From an optimization exercise on the open Yosys and OpenROAD flow, aimed at small area; shortcuts taken in it are not production practice.
Function was checked by simulation only, so behaviour that the tests miss may differ from the original.
Power is estimated from default activity; no workload was simulated.

==> 08-02: inputs <==
==> flow/design.v <==
module AluMux (z, x, y, mux_ctrl);
output wire [31:0] z;
input  wire [31:0] x, y;
input  wire mux_ctrl;
assign z = mux_ctrl ? y : x;
endmodule
module RegisterFile (rd1, rd2, rr1, rr2, wr, wd, we, clk);
output wire [31:0] rd1, rd2;
input  wire [4:0]  rr1, rr2, wr;
input  wire        we, clk;
input  wire [31:0] wd;
reg [31:0] rf [7:0];
reg [2:0]  ra1, ra2, wa;        
reg        rv1, rv2, wv;        
reg [31:0] wbuf;                
always @(posedge clk) begin
    if (wv)
        rf[wa] <= wbuf;
    wbuf <= wd;
    wa   <= wr[2:0];
    wv   <= we && wr[4:3] == 2'b00;
    ra1  <= rr1[2:0];
    rv1  <= rr1[4:3] == 2'b00;
    ra2  <= rr2[2:0];
    rv2  <= rr2[4:3] == 2'b00;
end
wire [7:0] s1 = {8{rv1}} & (8'd1 << ra1);
wire [7:0] s2 = {8{rv2}} & (8'd1 << ra2);
assign rd1 = ({32{s1[0]}} & rf[0]) | ({32{s1[1]}} & rf[1]) |
             ({32{s1[2]}} & rf[2]) | ({32{s1[3]}} & rf[3]) |
             ({32{s1[4]}} & rf[4]) | ({32{s1[5]}} & rf[5]) |
             ({32{s1[6]}} & rf[6]) | ({32{s1[7]}} & rf[7]);
assign rd2 = ({32{s2[0]}} & rf[0]) | ({32{s2[1]}} & rf[1]) |
             ({32{s2[2]}} & rf[2]) | ({32{s2[3]}} & rf[3]) |
             ({32{s2[4]}} & rf[4]) | ({32{s2[5]}} & rf[5]) |
             ({32{s2[6]}} & rf[6]) | ({32{s2[7]}} & rf[7]);
endmodule
module Alu (Result, A, B, op, shamount, sign);
output wire [31:0] Result;
input  wire        sign;
input  wire [31:0] A, B;
input  wire [3:0]  op;
input  wire [3:0]  shamount;
wire        inv = (op == 4'd1) || (op == 4'd7) || (op == 4'd8);
wire        cin = (op == 4'd1) || (op == 4'd8);
wire [31:0] bx  = B ^ {32{inv}};
wire [31:0] p   = A ^ bx;
wire [31:0] g   = A & bx;
wire [31:0] G [0:5];
wire [31:0] P [0:5];
assign G[0] = {g[31:1], g[0] | (p[0] & cin)};
assign P[0] = p;
genvar k, i;
generate
    for (k = 0; k < 5; k = k + 1) begin : g_lvl
        for (i = 0; i < 32; i = i + 1) begin : g_bit
            if ((i >> k) & 1) begin : g_op
                localparam integer J = ((i >> (k + 1)) << (k + 1)) + (1 << k) - 1;
                assign G[k+1][i] = G[k][i] | (P[k][i] & G[k][J]);
                assign P[k+1][i] = P[k][i] & P[k][J];
            end else begin : g_pass
                assign G[k+1][i] = G[k][i];
                assign P[k+1][i] = P[k][i];
            end
        end
    end
endgenerate
wire [32:0] c   = {G[5], cin};
wire [31:0] sum = p ^ c[31:0];
wire        cmp = c[32] ^ sign ^ op[3];
wire        left = (op[1:0] == 2'b00);
wire        fill = op[1] & A[31];
wire [46:0] x  = left ? {A, 15'd0} : {{15{fill}}, A};
wire [3:0]  t  = shamount ^ {4{left}};
wire [38:0] y3 = t[3] ? x[46:8]  : x[38:0];
wire [34:0] y2 = t[2] ? y3[38:4] : y3[34:0];
wire [32:0] y1 = t[1] ? y2[34:2] : y2[32:0];
wire [31:0] sh = t[0] ? y1[32:1] : y1[31:0];
wire s_add = (op == 4'd0) || (op == 4'd1);
wire s_and = (op == 4'd2);
wire s_or  = (op == 4'd3);
wire s_sh  = (op == 4'd4) || (op == 4'd5) || (op == 4'd6);
wire s_cmp = (op == 4'd7) || (op == 4'd8);
assign Result = ({32{s_add}}        & sum) |
                ({32{s_and | s_or}} & g)   |
                ({32{s_or}}         & p)   |
                ({32{s_sh}}         & sh)  |
                {31'd0, s_cmp & cmp};
endmodule
module alu_datapath (
    input  wire        clk,
    input  wire        we,
    input  wire        mux_ctrl,
    input  wire [4:0]  rr1,
    input  wire [4:0]  rr2,
    input  wire [4:0]  wr,
    input  wire [31:0] write_data,
    input  wire [3:0]  op,
    input  wire [3:0]  shamount,
    input  wire        sign,
    output wire [31:0] result
);
wire [31:0] rd1, rd2, wd;
Alu          myAlu (result, rd1, rd2, op, shamount, sign);
AluMux       muxx  (wd, write_data, result, mux_ctrl);
RegisterFile RF    (rd1, rd2, rr1, rr2, wr, wd, we, clk);
endmodule
==> flow/flow/run.sh <==
#!/bin/bash
# Standard layout (the standard.sh) with three changes:
#  - ABC maps the logic with an area-oriented script (flow/area.abc) instead
#    of ORFS's speed script; registers come from the standard synthesis;
#  - every port still gets a buffer, but a sky130_fd_sc_hd__buf_1;
#  - clock tree sinks are clustered in larger groups, without dummy loads.
set -euo pipefail
W=$(pwd)
cat > "$W/own_synth.tcl" <<EOT
proc own_abc_script {n1 n2 op} {
  global abc_args
  set i [lsearch -exact \$abc_args -script]
  if {\$i >= 0} { lset abc_args [expr {\$i + 1}] {$W/flow/area.abc} }
}
trace add variable ::abc_args write own_abc_script
source {$W/synth_recipe.tcl}
EOT
bash "$W/standard.sh" \
  "SYNTH_SCRIPT=$W/own_synth.tcl" \
  "BUFFER_PORTS_ARGS=-buffer_cell sky130_fd_sc_hd__buf_1" \
  "CTS_ARGS=-sink_clustering_enable -repair_clock_nets -sink_clustering_size 16 -sink_clustering_max_diameter 60 -buf_list sky130_fd_sc_hd__clkbuf_8 -dont_use_dummy_load" \
  finish > "$W/flow.log" 2>&1
==> flow/flow/area.abc <==
strash
&get -n
&dch -f
&nf -R 1000
&put
==> flow/standard.sh <==
#!/bin/bash
# synth_recipe.tcl (not shown) runs the flow's synth.tcl, then flattens the netlist and writes it again
# the make line also repeats each setting of config.mk as NAME=value (left out here)
make -C /OpenROAD-flow-scripts/flow DESIGN_CONFIG=/design/flow/config.mk WORK_HOME=/design/flow/orfs CLKGATE_MAP_FILE= SYNTH_SCRIPT=/design/flow/synth_recipe.tcl "${@:-finish}"
==> flow/config.mk <==
export PLATFORM = sky130hd
export DESIGN_NAME = alu_datapath
export DESIGN_NICKNAME = alu_datapath
export VERILOG_FILES = /design/flow/design.v
export SDC_FILE = /design/flow/constraint.sdc
export NUM_CORES = 4
export LEC_CHECK = 0
export CAP_MARGIN = 20
export CORE_MARGIN = 2
export CORE_UTILIZATION = 40
export SLEW_MARGIN = 20
==> flow/constraint.sdc <==
create_clock -name core_clock -period 10.0 [get_ports {clk}]
set_input_delay 2.0000 -clock core_clock [delete_from_list [all_inputs] [get_ports {clk}]]
set_output_delay 2.0000 -clock core_clock [all_outputs]
set_load 0.01 [all_outputs]
==> inputs of 10-07, as changes to 08-02 <==
==> flow/design.v, changed modules only <==
module AluMux (z,x,y,mux_ctrl);
output reg [31:0] z;
input [31:0] x,y;
input mux_ctrl; 
always@ (x or y or mux_ctrl)
begin
if (mux_ctrl ==0)
begin z=x; end 
else if (mux_ctrl ==1)
begin z=y; end 
else 
begin z= 32'bx; end 
end
endmodule
module RegisterFile ( rd1, rd2, rr1, rr2, wr, wd, we, clk);
output reg [31:0] rd1,rd2;
input [4:0] rr1,rr2,wr;
input we,clk;
input [31:0] wd;
reg [31:0] rf [7:0];
always@ (posedge clk)
begin
if (we && wr[4:3] == 2'b00)
begin
rf[wr[2:0]] <= wd;
end
rd1 <= (rr1[4:3] == 2'b00) ? rf[rr1[2:0]] : 32'd0;
rd2 <= (rr2[4:3] == 2'b00) ? rf[rr2[2:0]] : 32'd0;
end
endmodule
module Alu( Result, A, B, op, shamount,sign);
output wire [31:0] Result;
input wire sign;
input wire [31:0] A,B;
input wire [3:0] op;
input wire [3:0] shamount;
assign Result = 
 (op == 4'b 0000) ? A+B 
:(op == 4'b 0001) ? A-B 
:(op == 4'b 0010) ? A&B
:(op == 4'b 0011) ? A|B
:(op == 4'b 0100) ? A<<shamount
:(op == 4'b 0101) ? A>>shamount
:(op == 4'b 0110) ? $signed($signed(A) >>> shamount)
:(op == 4'b 0111 && sign == 0) ? ((A>B)? 1:0)
:(op == 4'b 0111 && sign == 1) ? ((A>B)? 0:1)
:(op == 4'b 1000 && sign == 0) ? ((A<B)? 1:0)
:(op == 4'b 1000 && sign == 1) ? ((A<B)? 0:1)
: 32'b0000 ;
endmodule
==> flow/run.sh (new file) <==
#!/bin/bash
# synth_recipe.tcl (not shown) runs the flow's synth.tcl, then flattens the netlist and writes it again
# the make line also repeats each setting of config.mk as NAME=value (left out here)
make -C /OpenROAD-flow-scripts/flow DESIGN_CONFIG=/design/flow/config.mk WORK_HOME=/design/flow/orfs CLKGATE_MAP_FILE= SYNTH_SCRIPT=/design/flow/synth_recipe.tcl finish
removed: flow/flow/run.sh
removed: flow/flow/area.abc
removed: flow/standard.sh
==> run summary <==
08-02 ran to the end with no violations. 10-07 ran to the end with no violations.
Register-to-register slack: 10-07 is higher than 08-02 (2.1 ns).
Against 08-02, the critical path depth of 10-07 is lower by 16.
Against 10-07, the flip-flop and latch count of 08-02 is lower by 20.
Against 08-02, the clock power of 10-07 is higher by about 80%.
Cell area: 08-02 is smaller than 10-07 (29%).

static timing again, ports no longer ideal:
The results above use ideal ports. As a check the final layouts listed here were re-extracted and re-timed, cells and wires unchanged. Step 1 (the two cells are an assumption about what drives the block):
set clk [get_ports {clk}]
set_driving_cell -lib_cell sky130_fd_sc_hd__clkbuf_16 $clk
set_driving_cell -lib_cell sky130_fd_sc_hd__buf_2 [delete_from_list [all_inputs] $clk]
Step 2 times the ports against the registers' clock, not the clock port: input delays grow and output delays shrink by t, the midpoint of the rising clock arrivals with the driver on. Three values: ideal ports, drivers, drivers and shift; two values: the first two.
| run | shift t [ns] | setup WS [ns] | worst hold slack (ns) | clock arrival spread, ns | worst data-port slew with drivers (ns) |
|---|---|---|---|---|---|
| 08-02 | 0.622 | 0.554 / 0.523 / 0.523 | 0.487 / 0.487 / 0.487 | 0.086 / 0.086 | 0.07 |
| 10-07 | 0.605 | 1.815 / 1.790 / 1.790 | 0.719 / 0.719 / 0.719 | 0.012 / 0.011 | 0.04 |
After both steps setup and hold are still met in every run listed. The setup slack of 08-02, which loses most, moves by -0.031 ns with the drivers and by -0.031 ns with both steps.
